This is an optimization exercise on Yosys and OpenROAD, whose aim is small area, a short achievable clock period and few clock cycles, not a production implementation.
Power and IR drop assume default switching activity.

==> flow/design.v <==
module control_unit (
    input wire clk,
    input wire reset,
    input wire [7:0] data_in,
    output reg rd,
    output reg wr,
    output wire dsel,
    output reg asel,
    output reg [1:0] mop,
    output reg [3:0] mopd
);
    wire [3:0] op = data_in[7:4];
    wire ld = !dsel && (op[3:2] == 2'b00) && (op[1:0] != 2'b00) ||
              !dsel && (op == 4'h4);
    wire st = !dsel && (op == 4'h5);
    assign dsel = rd || wr;
    always @(posedge clk or posedge reset) begin
        if (reset) begin
            rd   <= 1'b0;
            wr   <= 1'b0;
            asel <= 1'b0;
        end else begin
            rd   <= ld;
            wr   <= st;
            asel <= ld || st;
        end
    end
    always @(posedge clk) begin
        mop  <= data_in[5:4];
        mopd <= data_in[3:0];
    end
endmodule
module datapath (
    input wire clk,
    input wire reset,
    input wire [7:0] data_in,
    input wire rd,
    input wire wr,
    input wire dsel,
    input wire [1:0] mop,
    output reg [7:0] pc,
    output reg [7:0] acc
);
    reg        carry;
    wire [7:0] d   = data_in;
    wire [3:0] op  = data_in[7:4];
    wire [3:0] opd = data_in[3:0];
    wire       fetch = !dsel;
    wire       sub   = (mop == 2'b10);
    wire       zero = (acc == 8'h00);
    reg        cond;
    always @(*) begin
        case (op[1:0])
            2'b00: cond = 1'b0;      
            2'b01: cond = 1'b1;      
            2'b10: cond = zero;      
            default: cond = carry;   
        endcase
    end
    wire       tk   = fetch && (op[3:2] == 2'b10) && cond;    
    wire [7:0] pc_s = dsel ? pc : pc + 8'h01;                  
    wire [7:0] pc_n = tk ? {4'h0, opd} : pc_s;
    always @(posedge clk or posedge reset) begin
        if (reset)
            pc <= 8'h00;
        else
            pc <= pc_n;
    end
    wire [7:0] ax = acc ^ {8{sub}};
    wire [7:0] g0 = ax & d;
    wire [7:0] p0 = ax | d;
    wire [7:0] g1, p1, g2, p2, g3;
    genvar i;
    generate
        for (i = 0; i < 8; i = i + 1) begin : pf
            if (i >= 1) begin : l1
                assign g1[i] = g0[i] | (p0[i] & g0[i-1]);
                assign p1[i] = p0[i] & p0[i-1];
            end else begin : l1z
                assign g1[i] = g0[i];
                assign p1[i] = p0[i];
            end
            if (i >= 2) begin : l2
                assign g2[i] = g1[i] | (p1[i] & g1[i-2]);
                assign p2[i] = p1[i] & p1[i-2];
            end else begin : l2z
                assign g2[i] = g1[i];
                assign p2[i] = p1[i];
            end
            if (i >= 4) begin : l3
                assign g3[i] = g2[i] | (p2[i] & g2[i-4]);
            end else begin : l3z
                assign g3[i] = g2[i];
            end
        end
    endgenerate
    wire [7:0] c = {g3[6:0], 1'b0};              
    wire [7:0] h = acc ^ d;                      
    wire is_ar = rd && (mop[1] ^ mop[0]);        
    wire is_and = rd && (mop == 2'b11);
    wire is_ld  = rd && (mop == 2'b00);
    wire [7:0] k = {8{is_ld}} | ({8{is_and}} & acc);
    wire is_nl = fetch && (op[3:1] == 3'b011);
    wire is_sr = fetch && (op == 4'h8);
    wire [7:0] nl = op[0] ? {acc[6:0], 1'b0} : ~acc;
    wire [7:0] sr = {1'b0, acc[7:1]};
    wire       c_nl = op[0] ? acc[7] : 1'b1;
    wire [7:0] y   = is_nl ? nl : (is_sr ? sr : ((d & k) | (acc & {8{!rd}})));
    wire       y_c = is_nl ? c_nl : (!is_sr && !rd && carry);
    wire [7:0] r1 = is_ar ? ~h : y;
    wire [7:0] r0 = is_ar ?  h : y;
    wire [7:0] acc_n = (c & r1) | (~c & r0);
    wire       c_n   = is_ar ? g3[7] : y_c;
    always @(posedge clk or posedge reset) begin
        if (reset) begin
            acc   <= 8'h00;
            carry <= 1'b0;
        end else begin
            acc   <= acc_n;
            carry <= c_n;
        end
    end
endmodule
module cpu_8bit (
    input wire clk,
    input wire reset,
    input wire [7:0] data_in,
    output wire [7:0] data_out,
    output wire [7:0] address,
    output wire mem_write
);
    wire       rd;         
    wire       wr;         
    wire       dsel;       
    wire       asel;       
    wire [1:0] mop;        
    wire [3:0] mopd;       
    wire [7:0] pc;
    wire [7:0] acc;
    control_unit ctrl (
        .clk(clk),
        .reset(reset),
        .data_in(data_in),
        .rd(rd),
        .wr(wr),
        .dsel(dsel),
        .asel(asel),
        .mop(mop),
        .mopd(mopd)
    );
    datapath dp (
        .clk(clk),
        .reset(reset),
        .data_in(data_in),
        .rd(rd),
        .wr(wr),
        .dsel(dsel),
        .mop(mop),
        .pc(pc),
        .acc(acc)
    );
    assign address   = asel ? {4'h0, mopd} : pc;
    assign data_out  = acc;
    assign mem_write = wr;
endmodule
==> flow/config.mk <==
export PLATFORM = sky130hd
export DESIGN_NAME = cpu_8bit
export DESIGN_NICKNAME = cpu_8bit
export VERILOG_FILES = /design/flow/design.v
export SDC_FILE = /design/flow/constraint.sdc
export NUM_CORES = 4
export LEC_CHECK = 0
export ABC_AREA = 1
export CAP_MARGIN = 20
export CORE_MARGIN = 2
export CORE_UTILIZATION = 40
export SETUP_SLACK_MARGIN = 2.0
export SLEW_MARGIN = 20
==> flow/constraint.sdc <==
create_clock -name core_clock -period 4.0 [get_ports {clk}]
set_input_delay 0.8000 -clock core_clock [delete_from_list [all_inputs] [get_ports {clk}]]
set_output_delay 0.8000 -clock core_clock [all_outputs]
set_load 0.01 [all_outputs]
standard.sh (not shown) runs the stock make flow with config.mk's settings and CLKGATE_MAP_FILE= SYNTH_SCRIPT=/design/flow/synth_recipe.tcl, a recipe that flattens the netlist after the stock synthesis.
==> flow/flow/run.sh <==
#!/bin/bash
# Standard layout, except:
#  - synthesis maps with flow/abc.script and without full/half-adder cells,
#  - the ports get plain buffers,
#  - resizing may change a cell's footprint.
F=$(pwd)/flow
export FLOW_ABC_SCRIPT=$F/abc.script
export BUFFER_PORTS_ARGS="-buffer_cell sky130_fd_sc_hd__buf_2"
bash standard.sh SYNTH_SCRIPT=$F/synth_abc.tcl ADDER_MAP_FILE= MATCH_CELL_FOOTPRINT=0 finish > standard.log 2>&1
==> flow/flow/abc.script <==
strash
dch
map -a
topo
stime -c
buffer -c
upsize -c
dnsize -c
==> flow/flow/synth_abc.tcl <==
# synth_recipe.tcl with one change: abc runs the script in flow/abc.script
# instead of ORFS's abc_area.script. Everything else is the same.
proc synth {args} { yosys synth -nofsm -noshare {*}$args }
proc abc {args} {
  set i [lsearch -exact $args -script]
  if { $i >= 0 } { lset args [expr {$i + 1}] $::env(FLOW_ABC_SCRIPT) }
  yosys abc {*}$args
}
source $::env(SCRIPTS_DIR)/synth.tcl
# left out here: clear keep_hierarchy, flatten, clean up, hide names made inside functions, write 1_2_yosys.v
Rerun with:
--- a/flow/design.v
+++ b/flow/design.v
@@ -1,55 +1,58 @@
 module control_unit (
     input wire clk,
     input wire reset,
     input wire [7:0] data_in,
     output reg rd,
     output reg wr,
-    output wire dsel,
+    output reg dsel,
     output reg asel,
+    output reg sub,
     output reg [1:0] mop,
     output reg [3:0] mopd
 );
     wire [3:0] op = data_in[7:4];
     wire ld = !dsel && (op[3:2] == 2'b00) && (op[1:0] != 2'b00) ||
               !dsel && (op == 4'h4);
     wire st = !dsel && (op == 4'h5);
-    assign dsel = rd || wr;
     always @(posedge clk or posedge reset) begin
         if (reset) begin
             rd   <= 1'b0;
             wr   <= 1'b0;
+            dsel <= 1'b0;
             asel <= 1'b0;
         end else begin
             rd   <= ld;
             wr   <= st;
-            asel <= ld || st;
+            dsel <= ld || st;
+            asel <= !dsel && (op != 4'h0) && (op[3:1] <= 3'b010);
         end
     end
     always @(posedge clk) begin
+        sub  <= (op == 4'h2);
         mop  <= data_in[5:4];
         mopd <= data_in[3:0];
     end
 endmodule
 module datapath (
     input wire clk,
     input wire reset,
     input wire [7:0] data_in,
     input wire rd,
     input wire wr,
     input wire dsel,
+    input wire sub,
     input wire [1:0] mop,
     output reg [7:0] pc,
     output reg [7:0] acc
 );
     reg        carry;
     wire [7:0] d   = data_in;
     wire [3:0] op  = data_in[7:4];
     wire [3:0] opd = data_in[3:0];
     wire       fetch = !dsel;
-    wire       sub   = (mop == 2'b10);
     wire       zero = (acc == 8'h00);
     reg        cond;
     always @(*) begin
         case (op[1:0])
             2'b00: cond = 1'b0;      
             2'b01: cond = 1'b1;      
@@ -63,13 +66,15 @@
     always @(posedge clk or posedge reset) begin
         if (reset)
             pc <= 8'h00;
         else
             pc <= pc_n;
     end
-    wire [7:0] ax = acc ^ {8{sub}};
+    wire is_ld  = rd && (mop == 2'b00);
+    wire is_and = rd && (mop == 2'b11);
+    wire [7:0] ax = (acc & {8{!is_ld}}) ^ {8{sub}};
     wire [7:0] g0 = ax & d;
     wire [7:0] p0 = ax | d;
     wire [7:0] g1, p1, g2, p2, g3;
     genvar i;
     generate
         for (i = 0; i < 8; i = i + 1) begin : pf
@@ -92,23 +97,20 @@
             end else begin : l3z
                 assign g3[i] = g2[i];
             end
         end
     endgenerate
     wire [7:0] c = {g3[6:0], 1'b0};              
-    wire [7:0] h = acc ^ d;                      
-    wire is_ar = rd && (mop[1] ^ mop[0]);        
-    wire is_and = rd && (mop == 2'b11);
-    wire is_ld  = rd && (mop == 2'b00);
-    wire [7:0] k = {8{is_ld}} | ({8{is_and}} & acc);
+    wire [7:0] h = ax ^ d ^ {8{sub}};            
+    wire is_ar = rd && !is_and;                  
     wire is_nl = fetch && (op[3:1] == 3'b011);
     wire is_sr = fetch && (op == 4'h8);
     wire [7:0] nl = op[0] ? {acc[6:0], 1'b0} : ~acc;
     wire [7:0] sr = {1'b0, acc[7:1]};
     wire       c_nl = op[0] ? acc[7] : 1'b1;
-    wire [7:0] y   = is_nl ? nl : (is_sr ? sr : ((d & k) | (acc & {8{!rd}})));
+    wire [7:0] y   = is_nl ? nl : (is_sr ? sr : (is_and ? g0 : acc));
     wire       y_c = is_nl ? c_nl : (!is_sr && !rd && carry);
     wire [7:0] r1 = is_ar ? ~h : y;
     wire [7:0] r0 = is_ar ?  h : y;
     wire [7:0] acc_n = (c & r1) | (~c & r0);
     wire       c_n   = is_ar ? g3[7] : y_c;
     always @(posedge clk or posedge reset) begin
@@ -130,34 +132,37 @@
     output wire mem_write
 );
     wire       rd;         
     wire       wr;         
     wire       dsel;       
     wire       asel;       
+    wire       sub;        
     wire [1:0] mop;        
     wire [3:0] mopd;       
     wire [7:0] pc;
     wire [7:0] acc;
     control_unit ctrl (
         .clk(clk),
         .reset(reset),
         .data_in(data_in),
         .rd(rd),
         .wr(wr),
         .dsel(dsel),
         .asel(asel),
+        .sub(sub),
         .mop(mop),
         .mopd(mopd)
     );
     datapath dp (
         .clk(clk),
         .reset(reset),
         .data_in(data_in),
         .rd(rd),
         .wr(wr),
         .dsel(dsel),
+        .sub(sub),
         .mop(mop),
         .pc(pc),
         .acc(acc)
     );
     assign address   = asel ? {4'h0, mopd} : pc;
     assign data_out  = acc;
What happened:
- final cell count goes up by 4.0%
- non-clock buffer count goes up by 3
- sequential power goes up by about 3%
- routed wire length goes up by 5.5%
- clock-buffer cell count goes up by 1
- synthesized cell count goes up by 4.2%
- final area goes up by 9.9%
Function was not checked in any run of this note: the RTL went through the layout flow alone.


cpu_8bit, a different RTL version from the one above (not shown whole).
For scale: roughly 270 cells after synthesis, roughly 27 I/O pins, about 2000 µm² of cells after synthesis.
==> module datapath, before the edit <==
module datapath (
    input wire clk,
    input wire reset,
    input wire [7:0] data_in,
    input wire rd,
    input wire wr,
    input wire dsel,
    input wire sub,
    input wire [1:0] mop,
    output reg [7:0] pc,
    output reg [7:0] acc
);
    reg        carry;
    wire [7:0] d   = data_in;
    wire [3:0] op  = data_in[7:4];
    wire [3:0] opd = data_in[3:0];
    wire       fetch = !dsel;
    wire       zero = (acc == 8'h00);
    reg        cond;
    always @(*) begin
        case (op[1:0])
            2'b00: cond = 1'b0;      
            2'b01: cond = 1'b1;      
            2'b10: cond = zero;      
            default: cond = carry;   
        endcase
    end
    wire       tk   = fetch && (op[3:2] == 2'b10) && cond;    
    wire [7:0] pc_s = dsel ? pc : pc + 8'h01;                  
    wire [7:0] pc_n = tk ? {4'h0, opd} : pc_s;
    always @(posedge clk or posedge reset) begin
        if (reset)
            pc <= 8'h00;
        else
            pc <= pc_n;
    end
    wire [7:0] ax = acc ^ {8{sub}};
    wire [7:0] g0 = ax & d;
    wire [7:0] p0 = ax | d;
    wire G10 = g0[1] | (p0[1] & g0[0]);
    wire G32 = g0[3] | (p0[3] & g0[2]), P32 = p0[3] & p0[2];
    wire G54 = g0[5] | (p0[5] & g0[4]), P54 = p0[5] & p0[4];
    wire G76 = g0[7] | (p0[7] & g0[6]), P76 = p0[7] & p0[6];
    wire G20 = g0[2] | (p0[2] & G10);
    wire G30 = G32 | (P32 & G10);
    wire G64 = g0[6] | (p0[6] & G54), P64 = p0[6] & P54;
    wire G74 = G76 | (P76 & G54),     P74 = P76 & P54;
    wire G40 = g0[4] | (p0[4] & G30);
    wire G50 = G54 | (P54 & G30);
    wire G60 = G64 | (P64 & G30);
    wire G70 = G74 | (P74 & G30);
    wire [7:0] c = {G60, G50, G40, G30, G20, G10, g0[0], 1'b0};    
    wire [7:0] h = acc ^ d;                      
    wire is_ar = rd && (mop[1] ^ mop[0]);        
    wire is_and = rd && (mop == 2'b11);
    wire is_ld  = rd && (mop == 2'b00);
    wire [7:0] k = {8{is_ld}} | ({8{is_and}} & acc);
    wire is_nl = fetch && (op[3:1] == 3'b011);
    wire is_sr = fetch && (op == 4'h8);
    wire [7:0] nl = op[0] ? {acc[6:0], 1'b0} : ~acc;
    wire [7:0] sr = {1'b0, acc[7:1]};
    wire       c_nl = op[0] ? acc[7] : 1'b1;
    wire [7:0] y   = is_nl ? nl : (is_sr ? sr : ((d & k) | (acc & {8{!rd}})));
    wire       y_c = is_nl ? c_nl : (!is_sr && !rd && carry);
    wire [7:0] r1 = is_ar ? ~h : y;
    wire [7:0] r0 = is_ar ?  h : y;
    wire [7:0] acc_n = (c & r1) | (~c & r0);
    wire       c_n   = is_ar ? G70 : y_c;
    always @(posedge clk or posedge reset) begin
        if (reset) begin
            acc   <= 8'h00;
            carry <= 1'b0;
        end else begin
            acc   <= acc_n;
            carry <= c_n;
        end
    end
endmodule
==> flow/config.mk <==
export PLATFORM = sky130hd
export DESIGN_NAME = cpu_8bit
export DESIGN_NICKNAME = cpu_8bit
export VERILOG_FILES = /design/flow/design.v
export SDC_FILE = /design/flow/constraint.sdc
export NUM_CORES = 4
export LEC_CHECK = 0
export ABC_AREA = 1
export CAP_MARGIN = 20
export CORE_MARGIN = 2
export CORE_UTILIZATION = 40
export SETUP_SLACK_MARGIN = 2.0
export SLEW_MARGIN = 20
==> flow/constraint.sdc <==
create_clock -name core_clock -period 4.0 [get_ports {clk}]
set_input_delay 0.8000 -clock core_clock [delete_from_list [all_inputs] [get_ports {clk}]]
set_output_delay 0.8000 -clock core_clock [all_outputs]
set_load 0.01 [all_outputs]
==> flow/flow/abc.script <==
strash
dch
map -a -B 0.9
topo
stime -c
buffer -c
upsize -c
dnsize -c
Scripts as last shown in full above: flow/flow/run.sh, flow/flow/synth_abc.tcl
==> next run, changes <==
--- a/flow/design.v
+++ b/flow/design.v
@@ -66,44 +66,56 @@
     always @(posedge clk or posedge reset) begin
         if (reset)
             pc <= 8'h00;
         else
             pc <= pc_n;
     end
-    wire [7:0] ax = acc ^ {8{sub}};
+    wire is_ld  = rd && (mop == 2'b00);
+    wire is_and = rd && (mop == 2'b11);
+    wire [7:0] ax = (acc & {8{!is_ld}}) ^ {8{sub}};
     wire [7:0] g0 = ax & d;
     wire [7:0] p0 = ax | d;
-    wire G10 = g0[1] | (p0[1] & g0[0]);
-    wire G32 = g0[3] | (p0[3] & g0[2]), P32 = p0[3] & p0[2];
-    wire G54 = g0[5] | (p0[5] & g0[4]), P54 = p0[5] & p0[4];
-    wire G76 = g0[7] | (p0[7] & g0[6]), P76 = p0[7] & p0[6];
-    wire G20 = g0[2] | (p0[2] & G10);
-    wire G30 = G32 | (P32 & G10);
-    wire G64 = g0[6] | (p0[6] & G54), P64 = p0[6] & P54;
-    wire G74 = G76 | (P76 & G54),     P74 = P76 & P54;
-    wire G40 = g0[4] | (p0[4] & G30);
-    wire G50 = G54 | (P54 & G30);
-    wire G60 = G64 | (P64 & G30);
-    wire G70 = G74 | (P74 & G30);
-    wire [7:0] c = {G60, G50, G40, G30, G20, G10, g0[0], 1'b0};    
-    wire [7:0] h = acc ^ d;                      
-    wire is_ar = rd && (mop[1] ^ mop[0]);        
-    wire is_and = rd && (mop == 2'b11);
-    wire is_ld  = rd && (mop == 2'b00);
-    wire [7:0] k = {8{is_ld}} | ({8{is_and}} & acc);
+    wire [7:0] g1, p1, g2, p2, g3;
+    genvar i;
+    generate
+        for (i = 0; i < 8; i = i + 1) begin : pf
+            if (i >= 1) begin : l1
+                assign g1[i] = g0[i] | (p0[i] & g0[i-1]);
+                assign p1[i] = p0[i] & p0[i-1];
+            end else begin : l1z
+                assign g1[i] = g0[i];
+                assign p1[i] = p0[i];
+            end
+            if (i >= 2) begin : l2
+                assign g2[i] = g1[i] | (p1[i] & g1[i-2]);
+                assign p2[i] = p1[i] & p1[i-2];
+            end else begin : l2z
+                assign g2[i] = g1[i];
+                assign p2[i] = p1[i];
+            end
+            if (i >= 4) begin : l3
+                assign g3[i] = g2[i] | (p2[i] & g2[i-4]);
+            end else begin : l3z
+                assign g3[i] = g2[i];
+            end
+        end
+    endgenerate
+    wire [7:0] c = {g3[6:0], 1'b0};              
+    wire [7:0] h = ax ^ d ^ {8{sub}};            
+    wire is_ar = rd && !is_and;                  
     wire is_nl = fetch && (op[3:1] == 3'b011);
     wire is_sr = fetch && (op == 4'h8);
     wire [7:0] nl = op[0] ? {acc[6:0], 1'b0} : ~acc;
     wire [7:0] sr = {1'b0, acc[7:1]};
     wire       c_nl = op[0] ? acc[7] : 1'b1;
-    wire [7:0] y   = is_nl ? nl : (is_sr ? sr : ((d & k) | (acc & {8{!rd}})));
+    wire [7:0] y   = is_nl ? nl : (is_sr ? sr : (is_and ? g0 : acc));
     wire       y_c = is_nl ? c_nl : (!is_sr && !rd && carry);
     wire [7:0] r1 = is_ar ? ~h : y;
     wire [7:0] r0 = is_ar ?  h : y;
     wire [7:0] acc_n = (c & r1) | (~c & r0);
-    wire       c_n   = is_ar ? G70 : y_c;
+    wire       c_n   = is_ar ? g3[7] : y_c;
     always @(posedge clk or posedge reset) begin
         if (reset) begin
             acc   <= 8'h00;
             carry <= 1'b0;
         end else begin
             acc   <= acc_n;
Non-clock buffer count goes up by 13.
Sequential power barely changes.
Clock power goes up by about 5%.
Final area goes up by about 12%.
Count of clock-buffer cells in the layout stays the same.
Setup slack loses 0.17 ns.
Core utilization goes up by 6.6 points.
Via count goes up by about 4.4%.
Function was not checked in any run of this note: the RTL went through the layout flow alone.

==> what the ideal ports hide <==
The flow's constraints put no driver on any port. The routed layouts listed below were extracted and timed again, unchanged, in two steps. Step 1: set_driving_cell puts a clkbuf_16 on clk and a buf_2 on each other input, an assumption about the parent block. Step 2 times the ports against the registers' clock, not the clock port: input delays grow and output delays shrink by t, the midpoint of the rising clock arrivals with the driver on. Slacks: ideal / step 1 / step 2; pairs: ideal / step 1.
| run | t (ns) | slack for setup (ns) | hold slack, ns |
|---|---|---|---|
| the first run of note 1 | 0.302 | 2.109 / 2.083 / 1.818 | 0.495 / 0.495 / 0.495 |
| the second run of note 1 | 0.299 | 2.022 / 2.022 / 1.858 | 0.541 / 0.541 / 0.541 |
| the first run of note 2 | 0.296 | 2.074 / 2.073 / 1.777 | 0.536 / 0.536 / 0.536 |
| the second run of note 2 | 0.306 | 1.902 / 1.902 / 1.809 | 0.534 / 0.534 / 0.534 |
After both steps setup and hold are still met in every run listed. The setup slack of the first run of note 2, which loses most, moves by -0.001 ns with the drivers and by -0.297 ns with both steps.
